Context: an optimization exercise on an open-source flow, tuned for small area. The choices shown serve that exercise and are no tape-out recipe. Function was checked by simulation only, so behaviour that the tests miss may differ from the original. Power and IR drop assume default switching activity.

==> design.v <==
module sm (
  output reg [3:0] q,
  input [3:0] d,           
  input start,
  input stop,
  input CLK,
  input RSTN
  );
  always @(posedge CLK or negedge RSTN)
  begin
    if (!RSTN) begin
      q <= d;              
    end
    else begin
      casex ({q,start,stop})
      6'b0000_1_x: q <= 4'b0001;
      6'b0001_x_x: q <= 4'b0010;
      6'b0010_x_x: q <= 4'b0100;
      6'b0100_x_x: q <= 4'b1000;
      6'b1000_x_0: q <= 4'b0001;
      6'b1000_x_1: q <= 4'b0000;
      endcase
    end
  end
endmodule
module count16rle(
  output reg [15:0] q,
  input [15:0] def,     
  input [15:0] d,
  input load,
  input inc,
  input CLK,
  input RSTN
  );
  always @(posedge CLK or negedge RSTN)
  begin
    if (!RSTN) begin
      q <= def;         
    end
    else begin
      if (load) begin
        q <= d;
      end
      else if (inc) begin
        q <= q+1;
      end
    end
  end
endmodule
module reg16 (
  output reg [15:0] q,
  input [15:0] d,
  input load,
  input CLK,
  input RSTN
  );
  always @(posedge CLK or negedge RSTN)
  begin
    if (!RSTN) begin
      q <= 0;
    end
    else if (load) begin
      q <= d;
    end		
  end
endmodule
module regfile (
  output reg [15:0] q0,
  output reg [15:0] q1,
  output reg [15:0] q2,
  output reg [15:0] q3,
  output reg [15:0] q4,
  output reg [15:0] q5,
  output reg [15:0] q6,
  output reg [15:0] q7,
  input [15:0] d,
  input load,
  input [2:0] wsel,
  input CLK,
  input RSTN
  );
  always @(posedge CLK or negedge RSTN)
  begin
    if (!RSTN) begin
      {q0,q1,q2,q3,q4,q5,q6,q7} <= 128'b0;
    end
    else if (load) begin
      case (wsel)
      3'b000 : q0 <= d;
      3'b001 : q1 <= d;
      3'b010 : q2 <= d;
      3'b011 : q3 <= d;
      3'b100 : q4 <= d;
      3'b101 : q5 <= d;
      3'b110 : q6 <= d;
      3'b111 : q7 <= d;
      endcase
    end
  end
endmodule
module muxreg16 (
  output reg [15:0] q,
  input [15:0] d0,
  input [15:0] d1,
  input [15:0] d2,
  input [15:0] d3,
  input [15:0] d4,
  input [15:0] d5,
  input [15:0] d6,
  input [15:0] d7,
  input load,
  input [2:0] sel,
  input CLK,
  input RSTN
  );
  always @(posedge CLK or negedge RSTN)
  begin
    if (!RSTN) begin
      q <= 0;
    end
    else if (load) begin
      case (sel)
      3'b000 : q <= d0;
      3'b001 : q <= d1;
      3'b010 : q <= d2;
      3'b011 : q <= d3;
      3'b100 : q <= d4;
      3'b101 : q <= d5;
      3'b110 : q <= d6;
      3'b111 : q <= d7;
      endcase
    end		
  end
endmodule
module alu (
  output reg [15:0] q,
  input [15:0] sr1,
  input [15:0] sr2,
  input [15:0] pc,
  input [15:0] ir,
  input CLK,
  input RSTN
  );
  wire [15:0] imm = {{8{ir[7]}},ir[7:0]};
  always @(posedge CLK or negedge RSTN)
  begin
    if (!RSTN) begin
      q <= 0;
    end
    else begin
      casex (ir)
		16'b11_xxx_xxx_xxxxxxxx:  
		  q <= sr1 + imm; 
		16'b00_xxx_xxx_xxx_00100:  
		  q <= (sr1>sr2) ? 16'b1111111111111111 : 16'b0000000000000000;
		16'b00_xxx_xxx_xxx_00101:  
		  q <= sr1 * sr2;
		16'b10_010_xxx_xxxxxxxx:  
		  q <= (sr1) ? pc : imm + pc;
		16'b00_xxx_xxx_xxx_00010:  
		  q <= sr1 + sr2;
		16'b01_xxx_000_xxxxxxxx:   
        q <= imm;
      16'b10_000_000_xxxxxxxx:    
        q <= pc + imm;
		16'b10_001_xxx_xxxxxxxx:
		  q <= (!sr1) ? pc : imm + pc;  
      endcase
    end
  end
endmodule
module cpu (
  output [7:0]  led,
  output [15:0] seg0,
  output [15:0] seg1,
  output [15:0] seg2,
  output [15:0] seg3,
  output [15:0] seg4,
  output [15:0] seg5,
  output [15:0] seg6,
  output [15:0] seg7,
  output [15:0] seg8,
  output [15:0] seg9,
  output [15:0] sega,
  output [15:0] segb,
  output [15:0] segc,
  output [15:0] segd,
  output [15:0] sege,
  output [15:0] segf,
  output [7:0]  imem_addr,    
  input  [15:0] imem_rdata,   
  output [7:0]  dmem_addr,    
  output [15:0] dmem_wdata,   
  output        dmem_we,      
  input  [15:0] dmem_rdata,   
  input  start,
  input  stop,
  input  CLK,
  input  RSTN
  );
  wire [3:0] ph0;
  wire  [15:0] w_imem0;
  wire [15:0] w_dmem0;
  wire [15:0] w_pc0, w_ir0, w_sr1_0, w_sr2_0, w_alu0, w_dr0;
  wire [15:0] r0_0, r1_0, r2_0, r3_0, r4_0, r5_0, r6_0, r7_0;
  wire write_dr0, write_dmem0, write_pc0, write_reg0;
  wire [15:0] w_d0;
  wire [3:0] ph1;
  wire  [15:0] w_imem1;
  wire [15:0] w_dmem1;
  wire [15:0] w_pc1, w_ir1, w_sr1_1, w_sr2_1, w_alu1, w_dr1;
  wire [15:0] r0_1, r1_1, r2_1, r3_1, r4_1, r5_1, r6_1, r7_1;
  wire write_dr1, write_dmem1, write_pc1, write_reg1;
  wire [15:0] w_d1;
  wire [3:0] ph2;
  wire  [15:0] w_imem2;
  wire [15:0] w_dmem2;
  wire [15:0] w_pc2, w_ir2, w_sr1_2, w_sr2_2, w_alu2, w_dr2;
  wire [15:0] r0_2, r1_2, r2_2, r3_2, r4_2, r5_2, r6_2, r7_2;
  wire write_dr2, write_dmem2, write_pc2, write_reg2;
  wire [15:0] w_d2;
  wire [3:0] ph3;
  wire  [15:0] w_imem3;
  wire [15:0] w_dmem3; 
  wire [15:0] w_pc3, w_ir3, w_sr1_3, w_sr2_3, w_alu3, w_dr3;
  wire [15:0] r0_3, r1_3, r2_3, r3_3, r4_3, r5_3, r6_3, r7_3;
  wire write_dr3, write_dmem3, write_pc3, write_reg3;
  wire [15:0] w_d3;
  assign led = {4'b0000, ph3[3:0]};  
  assign seg0 = r0_3;
  assign seg1 = r1_3;
  assign seg2 = r2_3;
  assign seg3 = r3_3;
  assign seg4 = r4_3;
  assign seg5 = r5_3;
  assign seg6 = r6_3;
  assign seg7 = r7_3;
  assign seg8 = w_pc3;
  assign seg9 = w_ir3;
  assign sega = w_sr1_3;
  assign segb = w_sr2_3;
  assign segc = w_alu3;
  assign segd = w_d3;
  assign sege = 16'h0000;
  assign segf = 16'h0000;
  assign write_dr0 = ph0[2] && 
          (w_ir0[15:14]==2'b00) && (w_ir0[7:0]==8'b00000001);
  assign write_dmem0 = ph0[2] && 
          (w_ir0[15:11]==5'b00000) && (w_ir0[4:0]==5'b00000); 
  assign write_pc0 = ph0[3] && 
          ((w_ir0[15:8]==8'b10000000)
			 || (w_ir0[15:11]==5'b10010)
          || (w_ir0[15:11]==5'b10001)); 
  assign write_reg0 = ph0[3] && (
          ((w_ir0[15:14]==2'b00) && (w_ir0[7:0]==8'b00000001))
          || ((w_ir0[15:14]==2'b00) && (w_ir0[4:0]==5'b00010))
			 || ((w_ir0[15:14]==2'b00) && (w_ir0[4:0]==5'b00100)) 
			 || ((w_ir0[15:14]==2'b00) && (w_ir0[4:0]==5'b00101))
			 || (w_ir0[15:14]==2'b11)
			 || ((w_ir0[15:14]==2'b01) && (w_ir0[10:8]==3'b000))); 
  assign w_d0 = ((w_ir0[15:14]==2'b00) && 
          (w_ir0[7:0]==8'b00000001)) ? w_dr0 : w_alu0; 
  assign write_dr1 = ph1[2] && (w_ir1[15:14]==2'b00) && (w_ir1[7:0]==8'b00000001);  
  assign write_dmem1 = ph1[2] && (w_ir1[15:11]==5'b00000) && (w_ir1[4:0]==5'b00000);  
  assign write_pc1 = ph1[3] && ((w_ir1[15:8]==8'b10000000)
                     || (w_ir1[15:11]==5'b10010)
                     || (w_ir1[15:11]==5'b10001));  
  assign write_reg1 = ph1[3] && (
                        ((w_ir1[15:14]==2'b00) && (w_ir1[7:0]==8'b00000001))
                     || ((w_ir1[15:14]==2'b00) && (w_ir1[4:0]==5'b00010))
							|| ((w_ir1[15:14]==2'b00) && (w_ir1[4:0]==5'b00100)) 
							|| ((w_ir1[15:14]==2'b00) && (w_ir1[4:0]==5'b00101))
							|| (w_ir1[15:14]==2'b11)
							|| ((w_ir1[15:14]==2'b01) && (w_ir1[10:8]==3'b000)));  
  assign w_d1 = ((w_ir1[15:14]==2'b00) && (w_ir1[7:0]==8'b00000001)) ? w_dr1 : w_alu1;  
  assign write_dr2 = ph2[2] && (w_ir2[15:14]==2'b00) && (w_ir2[7:0]==8'b00000001);  
  assign write_dmem2 = ph2[2] && (w_ir2[15:11]==5'b00000) && (w_ir2[4:0]==5'b00000);  
  assign write_pc2 = ph2[3] && ((w_ir2[15:8]==8'b10000000)
                     || (w_ir2[15:11]==5'b10010)
                     || (w_ir2[15:11]==5'b10001));  
  assign write_reg2 = ph2[3] && (
                        ((w_ir2[15:14]==2'b00) && (w_ir2[7:0]==8'b00000001))
                     || ((w_ir2[15:14]==2'b00) && (w_ir2[4:0]==5'b00010))
							|| ((w_ir2[15:14]==2'b00) && (w_ir2[4:0]==5'b00100)) 
							|| ((w_ir2[15:14]==2'b00) && (w_ir2[4:0]==5'b00101))
							|| (w_ir2[15:14]==2'b11)
							|| ((w_ir2[15:14]==2'b01) && (w_ir2[10:8]==3'b000)));  
  assign w_d2 = ((w_ir2[15:14]==2'b00) && (w_ir2[7:0]==8'b00000001)) ? w_dr2 : w_alu2;  
  assign write_dr3 = ph3[2] && (w_ir3[15:14]==2'b00) && (w_ir3[7:0]==8'b00000001);  
  assign write_dmem3 = ph3[2] && (w_ir3[15:11]==5'b00000) && (w_ir3[4:0]==5'b00000);  
  assign write_pc3 = ph3[3] && ((w_ir3[15:8]==8'b10000000)
                     || (w_ir3[15:11]==5'b10010)
                     || (w_ir3[15:11]==5'b10001));  
  assign write_reg3 = ph3[3] && (
                        ((w_ir3[15:14]==2'b00) && (w_ir3[7:0]==8'b00000001))
                     || ((w_ir3[15:14]==2'b00) && (w_ir3[4:0]==5'b00010))
							|| ((w_ir3[15:14]==2'b00) && (w_ir3[4:0]==5'b00100)) 
							|| ((w_ir3[15:14]==2'b00) && (w_ir3[4:0]==5'b00101))
							|| (w_ir3[15:14]==2'b11)
							|| ((w_ir3[15:14]==2'b01) && (w_ir3[10:8]==3'b000)));  
  assign w_d3 = ((w_ir3[15:14]==2'b00) && (w_ir3[7:0]==8'b00000001)) ? w_dr3 : w_alu3;  
  wire [15:0] w_pc;         
  wire [15:0] w_imem;       
  wire [15:0] w_sr1,w_sr2;  
  wire [15:0] w_dmem;       
  wire write_dmem;          
  assign w_pc = (ph0[0]) ? w_pc0 :         
                (ph1[0]) ? w_pc1 : 
					 (ph2[0]) ? 
                 w_pc2 : w_pc3;
  assign write_dmem = (write_dmem0) || 
                      (write_dmem1) || 
                      (write_dmem2) || 
							 (write_dmem3);
  assign w_sr1 = (write_dmem0) ? w_sr1_0 : 
                 (write_dmem1) ? w_sr1_1 : 
                 (write_dmem2) ? w_sr1_2 : 
                 (write_dmem3) ? w_sr1_3 : 
                 (write_dr0) ? w_sr1_0 :    
                 (write_dr1) ? w_sr1_1 : 
                 (write_dr2) ? w_sr1_2 : 
                  w_sr1_3;
  assign w_sr2 = (write_dmem0) ? w_sr2_0 : 
                 (write_dmem1) ? w_sr2_1 : 
					  (write_dmem2) ? 
                  w_sr2_2 : w_sr2_3;       
  assign imem_addr  = w_pc[7:0];
  assign w_imem     = imem_rdata;
  assign dmem_addr  = w_sr1[7:0];
  assign dmem_wdata = w_sr2;
  assign dmem_we    = write_dmem;
  assign w_dmem     = dmem_rdata;
  sm sm0 (
    .q(ph0), 
	 .d(4'b0000),        
    .start(start), 
    .stop(stop), 
    .CLK(CLK), 
    .RSTN(RSTN)
  );
  sm sm1 (
    .q(ph1),            
	 .d(4'b1000),
    .start(start), 
    .stop(stop), 
    .CLK(CLK), 
    .RSTN(RSTN)
  );
  sm sm2 (
    .q(ph2), 
	 .d(4'b0100),        
    .start(start), 
    .stop(stop), 
    .CLK(CLK), 
    .RSTN(RSTN)
  );
  sm sm3 (
    .q(ph3), 
	 .d(4'b0010),        
    .start(start), 
    .stop(stop), 
    .CLK(CLK), 
    .RSTN(RSTN)
  );
  count16rle pc0 (
    .q(w_pc0),
	 .def(16'b0000000000001000),  
    .load(write_pc0),
    .inc(ph0[0]),
    .d(w_alu0), 
    .CLK(CLK),
    .RSTN(RSTN)
  );
  count16rle pc1 (
    .q(w_pc1),
	 .def(16'b0000000000010000),  
    .load(write_pc1),
    .inc(ph1[0]),
    .d(w_alu1), 
    .CLK(CLK),
    .RSTN(RSTN)
  );
  count16rle pc2 (
    .q(w_pc2),
	 .def(16'b0000000000011000),  
    .load(write_pc2),
    .inc(ph2[0]),
    .d(w_alu2), 
    .CLK(CLK),
    .RSTN(RSTN)
  );
  count16rle pc3 (
    .q(w_pc3),
	 .def(16'b0000000000000000),  
    .load(write_pc3),
    .inc(ph3[0]),
    .d(w_alu3), 
    .CLK(CLK),
    .RSTN(RSTN)
  );
  reg16 ir0 ( 
    .q(w_ir0),  
    .load(ph0[0]), 
    .d(w_imem), 
    .CLK(CLK),
    .RSTN(RSTN)
  );
  reg16 ir1 ( 
    .q(w_ir1),  
    .load(ph1[0]), 
    .d(w_imem), 
    .CLK(CLK),
    .RSTN(RSTN)
  );
  reg16 ir2 ( 
    .q(w_ir2),  
    .load(ph2[0]), 
    .d(w_imem), 
    .CLK(CLK),
    .RSTN(RSTN)
  );
  reg16 ir3 ( 
    .q(w_ir3),  
    .load(ph3[0]), 
    .d(w_imem), 
    .CLK(CLK),
    .RSTN(RSTN)
  );
  regfile regfile0 (
    .q0(r0_0),
    .q1(r1_0),
    .q2(r2_0),
    .q3(r3_0),
    .q4(r4_0),
    .q5(r5_0),
    .q6(r6_0),
    .q7(r7_0),
    .load(write_reg0), 
    .wsel(w_ir0[13:11]), 
    .d(w_d0), 
    .CLK(CLK),
    .RSTN(RSTN)
  );
  regfile regfile1 (
    .q0(r0_1),
    .q1(r1_1),
    .q2(r2_1),
    .q3(r3_1),
    .q4(r4_1),
    .q5(r5_1),
    .q6(r6_1),
    .q7(r7_1),
    .load(write_reg1), 
    .wsel(w_ir1[13:11]), 
    .d(w_d1), 
    .CLK(CLK),
    .RSTN(RSTN)
  );
  regfile regfile2 (
    .q0(r0_2),
    .q1(r1_2),
    .q2(r2_2),
    .q3(r3_2),
    .q4(r4_2),
    .q5(r5_2),
    .q6(r6_2),
    .q7(r7_2),
    .load(write_reg2), 
    .wsel(w_ir2[13:11]), 
    .d(w_d2), 
    .CLK(CLK),
    .RSTN(RSTN)
  );
  regfile regfile3 (
    .q0(r0_3),
    .q1(r1_3),
    .q2(r2_3),
    .q3(r3_3),
    .q4(r4_3),
    .q5(r5_3),
    .q6(r6_3),
    .q7(r7_3),
    .load(write_reg3), 
    .wsel(w_ir3[13:11]), 
    .d(w_d3), 
    .CLK(CLK),
    .RSTN(RSTN)
  );
  muxreg16 sr1_0 (
    .q(w_sr1_0),
    .load(ph0[1]),
    .d0(r0_0),
    .d1(r1_0),
    .d2(r2_0),
    .d3(r3_0),
    .d4(r4_0),
    .d5(r5_0),
    .d6(r6_0),
    .d7(r7_0),
    .sel(w_ir0[10:8]),
    .CLK(CLK),
    .RSTN(RSTN)
  );
  muxreg16 sr1_1 (
    .q(w_sr1_1),
    .load(ph1[1]),
    .d0(r0_1),
    .d1(r1_1),
    .d2(r2_1),
    .d3(r3_1),
    .d4(r4_1),
    .d5(r5_1),
    .d6(r6_1),
    .d7(r7_1),
    .sel(w_ir1[10:8]),
    .CLK(CLK),
    .RSTN(RSTN)
  );
  muxreg16 sr1_2 (
    .q(w_sr1_2),
    .load(ph2[1]),
    .d0(r0_2),
    .d1(r1_2),
    .d2(r2_2),
    .d3(r3_2),
    .d4(r4_2),
    .d5(r5_2),
    .d6(r6_2),
    .d7(r7_2),
    .sel(w_ir2[10:8]),
    .CLK(CLK),
    .RSTN(RSTN)
  );
  muxreg16 sr1_3 (
    .q(w_sr1_3),
    .load(ph3[1]),
    .d0(r0_3),
    .d1(r1_3),
    .d2(r2_3),
    .d3(r3_3),
    .d4(r4_3),
    .d5(r5_3),
    .d6(r6_3),
    .d7(r7_3),
    .sel(w_ir3[10:8]),
    .CLK(CLK),
    .RSTN(RSTN)
  );
  muxreg16 sr2_0 (
    .q(w_sr2_0),
    .load(ph0[1]),
    .d0(r0_0),
    .d1(r1_0),
    .d2(r2_0),
    .d3(r3_0),
    .d4(r4_0),
    .d5(r5_0),
    .d6(r6_0),
    .d7(r7_0),
    .sel(w_ir0[7:5]),
    .CLK(CLK),
    .RSTN(RSTN)
  );
  muxreg16 sr2_1 (
    .q(w_sr2_1),
    .load(ph1[1]),
    .d0(r0_1),
    .d1(r1_1),
    .d2(r2_1),
    .d3(r3_1),
    .d4(r4_1),
    .d5(r5_1),
    .d6(r6_1),
    .d7(r7_1),
    .sel(w_ir1[7:5]),
    .CLK(CLK),
    .RSTN(RSTN)
  );
  muxreg16 sr2_2 (
    .q(w_sr2_2),
    .load(ph2[1]),
    .d0(r0_2),
    .d1(r1_2),
    .d2(r2_2),
    .d3(r3_2),
    .d4(r4_2),
    .d5(r5_2),
    .d6(r6_2),
    .d7(r7_2),
    .sel(w_ir2[7:5]),
    .CLK(CLK),
    .RSTN(RSTN)
  );
  muxreg16 sr2_3 (
    .q(w_sr2_3),
    .load(ph3[1]),
    .d0(r0_3),
    .d1(r1_3),
    .d2(r2_3),
    .d3(r3_3),
    .d4(r4_3),
    .d5(r5_3),
    .d6(r6_3),
    .d7(r7_3),
    .sel(w_ir3[7:5]),
    .CLK(CLK),
    .RSTN(RSTN)
  );
  alu alu0 (
    .q(w_alu0),
    .sr1(w_sr1_0),
    .sr2(w_sr2_0),
    .pc(w_pc0),
    .ir(w_ir0),
    .CLK(CLK),
    .RSTN(RSTN)
  );
  alu alu1 (
    .q(w_alu1),
    .sr1(w_sr1_1),
    .sr2(w_sr2_1),
    .pc(w_pc1),
    .ir(w_ir1),
    .CLK(CLK),
    .RSTN(RSTN)
  );
  alu alu2 (
    .q(w_alu2),
    .sr1(w_sr1_2),
    .sr2(w_sr2_2),
    .pc(w_pc2),
    .ir(w_ir2),
    .CLK(CLK),
    .RSTN(RSTN)
  );
  alu alu3 (
    .q(w_alu3),
    .sr1(w_sr1_3),
    .sr2(w_sr2_3),
    .pc(w_pc3),
    .ir(w_ir3),
    .CLK(CLK),
    .RSTN(RSTN)
  );
  reg16 dr0 ( 
    .q(w_dr0),
    .load(write_dr0),
    .d(w_dmem),
    .CLK(CLK),
    .RSTN(RSTN)
  );
  reg16 dr1 ( 
    .q(w_dr1),
    .load(write_dr1),
    .d(w_dmem),
    .CLK(CLK),
    .RSTN(RSTN)
  );
  reg16 dr2 ( 
    .q(w_dr2),
    .load(write_dr2),
    .d(w_dmem),
    .CLK(CLK),
    .RSTN(RSTN)
  );
  reg16 dr3 ( 
    .q(w_dr3),
    .load(write_dr3), 
    .d(w_dmem),
    .CLK(CLK),
    .RSTN(RSTN)
  );
endmodule
==> run.sh <==
#!/bin/bash
# synth_recipe.tcl (not shown) runs the flow's synth.tcl, then flattens the netlist and writes it again
# the make line also repeats each setting of config.mk as NAME=value (left out here)
make -C /OpenROAD-flow-scripts/flow DESIGN_CONFIG=/design/flow/config.mk WORK_HOME=/design/flow/orfs CLKGATE_MAP_FILE= SYNTH_SCRIPT=/design/flow/synth_recipe.tcl finish
==> config.mk <==
export PLATFORM = sky130hd
export DESIGN_NAME = cpu
export DESIGN_NICKNAME = cpu
export VERILOG_FILES = /design/flow/design.v
export SDC_FILE = /design/flow/constraint.sdc
export NUM_CORES = 4
export LEC_CHECK = 0
export CAP_MARGIN = 20
export CORE_MARGIN = 2
export CORE_UTILIZATION = 45
export PLACE_DENSITY = 0.6
export SLEW_MARGIN = 20
==> constraint.sdc <==
create_clock -name core_clock -period 8.0 [get_ports {CLK}]
set_input_delay 1.6000 -clock core_clock [delete_from_list [all_inputs] [get_ports {CLK}]]
set_output_delay 1.6000 -clock core_clock [all_outputs]
set_load 0.01 [all_outputs]
==> run notes <==
[metal layers]
metal  up-vias  part of all wire
li1      26891                 -
met4        20             0.062
met5         -           0.00046
met2      3191              0.43
met1     30303              0.40
met3       674              0.10
[cells in the mapped netlist (31+ instances only)]
cell / number / area (um2)
buf_4: 40 / 300
fa_1: 328 / 6570
xor2_1: 117 / 1020
o211ai_1: 102 / 766
a222oi_1: 31 / 310
buf_2: 48 / 240
nand3_1: 84 / 420
nand2_1: 938 / 3520
clkbuf_1: 337 / 1260
a31oi_1: 37 / 231
a22oi_1: 44 / 330
nor3_1: 50 / 250
a211oi_1: 42 / 315
dfrtp_1: 905 / 22600
o22ai_1: 49 / 307
a21o_1: 127 / 953
nand2b_1: 36 / 225
o21ai_0: 644 / 3220
mux2i_1: 190 / 1900
nor2_1: 813 / 3050
o221ai_1: 52 / 455
a221oi_1: 31 / 272
nor2b_1: 61 / 382
a22o_1: 46 / 403
mux4_2: 62 / 1400
nand4_1: 34 / 213
o21a_1: 33 / 248
mux2_2: 169 / 1900
a21oi_1: 659 / 3300
xnor2_1: 192 / 1680
ha_1: 416 / 5200
buf_1: 53 / 199
inv_1: 680 / 2550
[cells in the final DEF, fill, tap and decap left out, types with 24 or more instances in the layout]
master             n
nand3_1           82
o221ai_1          52
a22oi_1           44
buf_4            138
dfrtp_1          884
a221oi_1          31
nor2b_1           58
nand2b_1          36
nor2_1           807
inv_1            680
a222oi_1          31
and3_1            27
xor2_1           117
ha_1             416
clkbuf_8          24
a211oi_1          42
a31oi_1           37
clkdlybuf4s50_1  295
fa_1             328
mux4_2            62
a21oi_1          659
conb_1            36
mux2i_1          186
xnor2_1          192
a22o_1            46
clkbuf_16        107
clkbuf_1          25
nor3_1            50
clkinv_1          25
a221o_1           24
o22ai_1           49
a21o_1           127
o21ai_0          643
o211ai_1         102
mux2_2           169
o21a_1            33
nand4_1           34
nand2_1          938
[cell type report]
type | count | area [um2] | share of cell area
antenna | 16 | 40.0 | 0.000516
clock buffer | 156 | 3100 | 0.0400
clock inverter | 43 | 583 | 0.00752
inverter | 707 | 2650 | 0.0342
multi-input combinational | 5742 | 41700 | 0.537
sequential | 912 | 22900 | 0.295
tap | 2030 | 2540 | 0.0327
timing repair buffer | 440 | 4110 | 0.0530
[final timing paths]
path / depth (start not counted) / slack [ns] / to
max: 18 / 0.93 / alu3.q[15]$_DFFE_PN0P_
min: 2 / 0.49 / regfile2.q4[15]$_DFFE_PN0P_
max reg2reg: 18 / 0.93 / alu3.q[15]$_DFFE_PN0P_
min reg2reg: 2 / 0.49 / regfile2.q4[15]$_DFFE_PN0P_
max in group asynchronous: 2 / 5.58 / regfile3.q6[10]$_DFFE_PN0P_
min in group asynchronous: 1 / 0.89 / regfile2.q1[2]$_DFFE_PN0P_
[critical path, delay by kind of cell, from the launching register on]
kind / cells / cell delay [ns]
AND/OR/NAND/NOR: 1 / 0.34
adder cells (fa/ha/maj): 7 / 2.93
AO/OA/AOI/OAI: 6 / 1.35
flip-flops: 1 / 1.08
XOR/XNOR: 1 / 0.17
buffers and inverters: 3 / 1.01
[where the power goes]
group	leakage, nW	switching, mW	total [mW]	internal, mW
clock network	1.78	2.22	5.18	2.96
registers	11.4	3.50	10.2	6.67
logic	21.6	15.9	26.4	10.5
[stage by stage]
step	hold slack, ns	setup slack, ns	power, mW	utilization	cells
finish	0.487	0.926	41.8	0.510	10046
detailed placement	0.476	1.17	35.9	0.485	9829
global route	0.516	0.767	44.5	0.510	10030
global placement	0.467	1.19	35.6	0.485	9827
CTS	0.489	1.12	41.3	0.510	10028
floorplan	0.450	2.32	26.0	-	7840
[cell families (layout without fill, tap and decap cells)]
logic type | count (synthesis) | after routing | synth area share
AOI/OAI and AO/OA | 2050 | 2050 | 0.180
xor gates and xnor gates | 309 | 309 | 0.0393
adders and majority gates | 744 | 744 | 0.171
buffers and inverters | 1186 | 1346 | 0.0677
DFF | 912 | 912 | 0.331
muxes | 421 | 421 | 0.0755
other | 1 | 52 | 0.0000544
and+or+nand+nor | 2182 | 2182 | 0.135
==> results.py <==
metrics = {
    "run_status": {
        "status": "finished clean",
    },
    "worst_setup_path": {
        "critPathArrivalTime_ns": 7.68,
        "critPathMaxFanout": 14,
        "critPathKind": "reg2reg",
        "startpoint_type": "flip-flop",
        "cpMostUsedCell": "fa_1",
        "slowest_stage": "dfrtp_1",
        "critPathMaxStageDelay_ns": 1.08,
        "r2r-start": "sr1_3.q[1]$_DFFE_PN0P_",
        "cp.required_ns": 8.61,
        "end_kind": "flip-flop",
        "cp-startpoint": "sr1_3.q[1]$_DFFE_PN0P_",
        "worstPathCellList": "clkinv_1, nor2_1, fa_1, ha_1, fa_1, inv_1, fa_1, fa_1, fa_1, inv_1, ha_1, a21o_1, a221oi_1, o21ai_0, xnor2_1, a221o_1, a21oi_1, o22ai_1",
    },
    "logic_synthesis": {
        "synthCells": 7805,
        "synth_warnings": 8,
        "yosysUniqueCellTypes": 87,
        "async_reset_ff_frac": 1.00,
        "synthesis.area_um2": 68900,
        "ys_ff_latch": 912,
        "synth_ff_type": "dfrtp_1",
        "synth_edf_count": 0,
        "synth_area_per_cell_um2": 8.83,
        "ys_seq_area_frac": 0.331,
    },
    "global_routing": {
        "use_met1": 0.462,
        "grt-busiest-layer": "met2",
        "grt_max_degree": 160,
        "met3_usage": 0.0882,
        "overflow": 0,
        "use_met2": 0.522,
        "grt_pass1_wl_um": 405000,
        "grt_usage": 0.349,
        "grt_pass1_vias": 59087,
        "antenna_found_initial": 26,
    },
    "die": {
        "core_um2": 152000,
        "start_util": 0.453,
        "die-area_um2": 156000,
        "die_x_um": 395,
        "ios": 333,
        "rows": 143,
        "die_y_um": 395,
    },
    "clocking": {
        "h-tree-depth": 3,
        "clock_latency_ns": 0.79,
        "post-cts-setup-buffers": 0,
        "cts-hold-fix-buffers": 0,
        "cts_buffers": 107,
        "clock_path_buffers": 3,
        "clk_pin_slew_ns": 0.07,
        "cts.sinks": 912,
        "ctsResizeCount": 0,
        "clockRootBuffer": "clkbuf_16",
        "tritoncts": "done",
    },
    "final_layout": {
        "drive_gt1_frac": 0.0800,
        "fillCellCount": 14373,
        "stdcell_area_um2": 77600,
        "area_delta_synth_final_pct": 12.5,
        "final_nets": 8690,
    },
    "routing": {
        "drt-pass1-iter-count": 8,
        "num_vias": 61079,
        "via_per_inst": 6.08,
        "drtAntennaViolNets": 0,
        "finalWirelength_um": 278000,
        "first_iter_violations": 7072,
        "drcViolationCount": 0,
        "wl_per_cell_um": 27.6,
    },
    "power_and_ir_drop": {
        "vdd_drop_max_mv": 0.426,
        "power.leakage_nw": 34.8,
        "p_per_area_nw_per_um2": 538,
    },
    "timing": {
        "tightest_slew_ns": 1.36,
        "final.period_utilization": 0.884,
        "post-route-min-period_ns": 7.07,
        "finalSetupViolCount": 0,
        "skew_ns": 0.0734,
        "hold_viol_final": 0,
        "relSlewSlack": 0.0917,
        "drv_slew": 0,
        "rsz0062_at_grt": "false",
        "clock.fmax_mhz": 141,
        "tns_ns": 0,
    },
    "placement": {
        "placedInstanceArea_um2": 73800,
        "hpwlAfterDp_um": 202000,
        "gp_congestion": 0.988,
        "port_buffers": 296,
    },
    "worst_hold_path": {
        "min-delay-start": "regfile2.q4[15]$_DFFE_PN0P_",
        "hold_path_class": "reg2reg",
    },
    "job": {
        "maxCapViolCount": 0,
    },
}

## what the ideal ports hide
No port has a modelled driver above. Below, the same layout with a new extraction and two added sets of constraints.
Step 1: set_driving_cell puts a clkbuf_16 on CLK and a buf_2 on each other input, an assumption about the parent block.
Step 2 times the ports against the registers' clock, not the clock port: input delays grow and output delays shrink by t, the midpoint of the rising clock arrivals with the driver on.
Slacks: ideal ports / drivers / drivers and shift; pairs: ideal ports / drivers.
shift t [ns]: 0.841
setup slack, ns: 0.926 / 0.926 / 0.926
hold WS [ns]: 0.487 / 0.487 / 0.487
cell pins on the clock port's net: 1
After both steps setup and hold are still met in this run. The setup slack of this run moves by 0.000 ns with the drivers and by 0.000 ns with both steps.
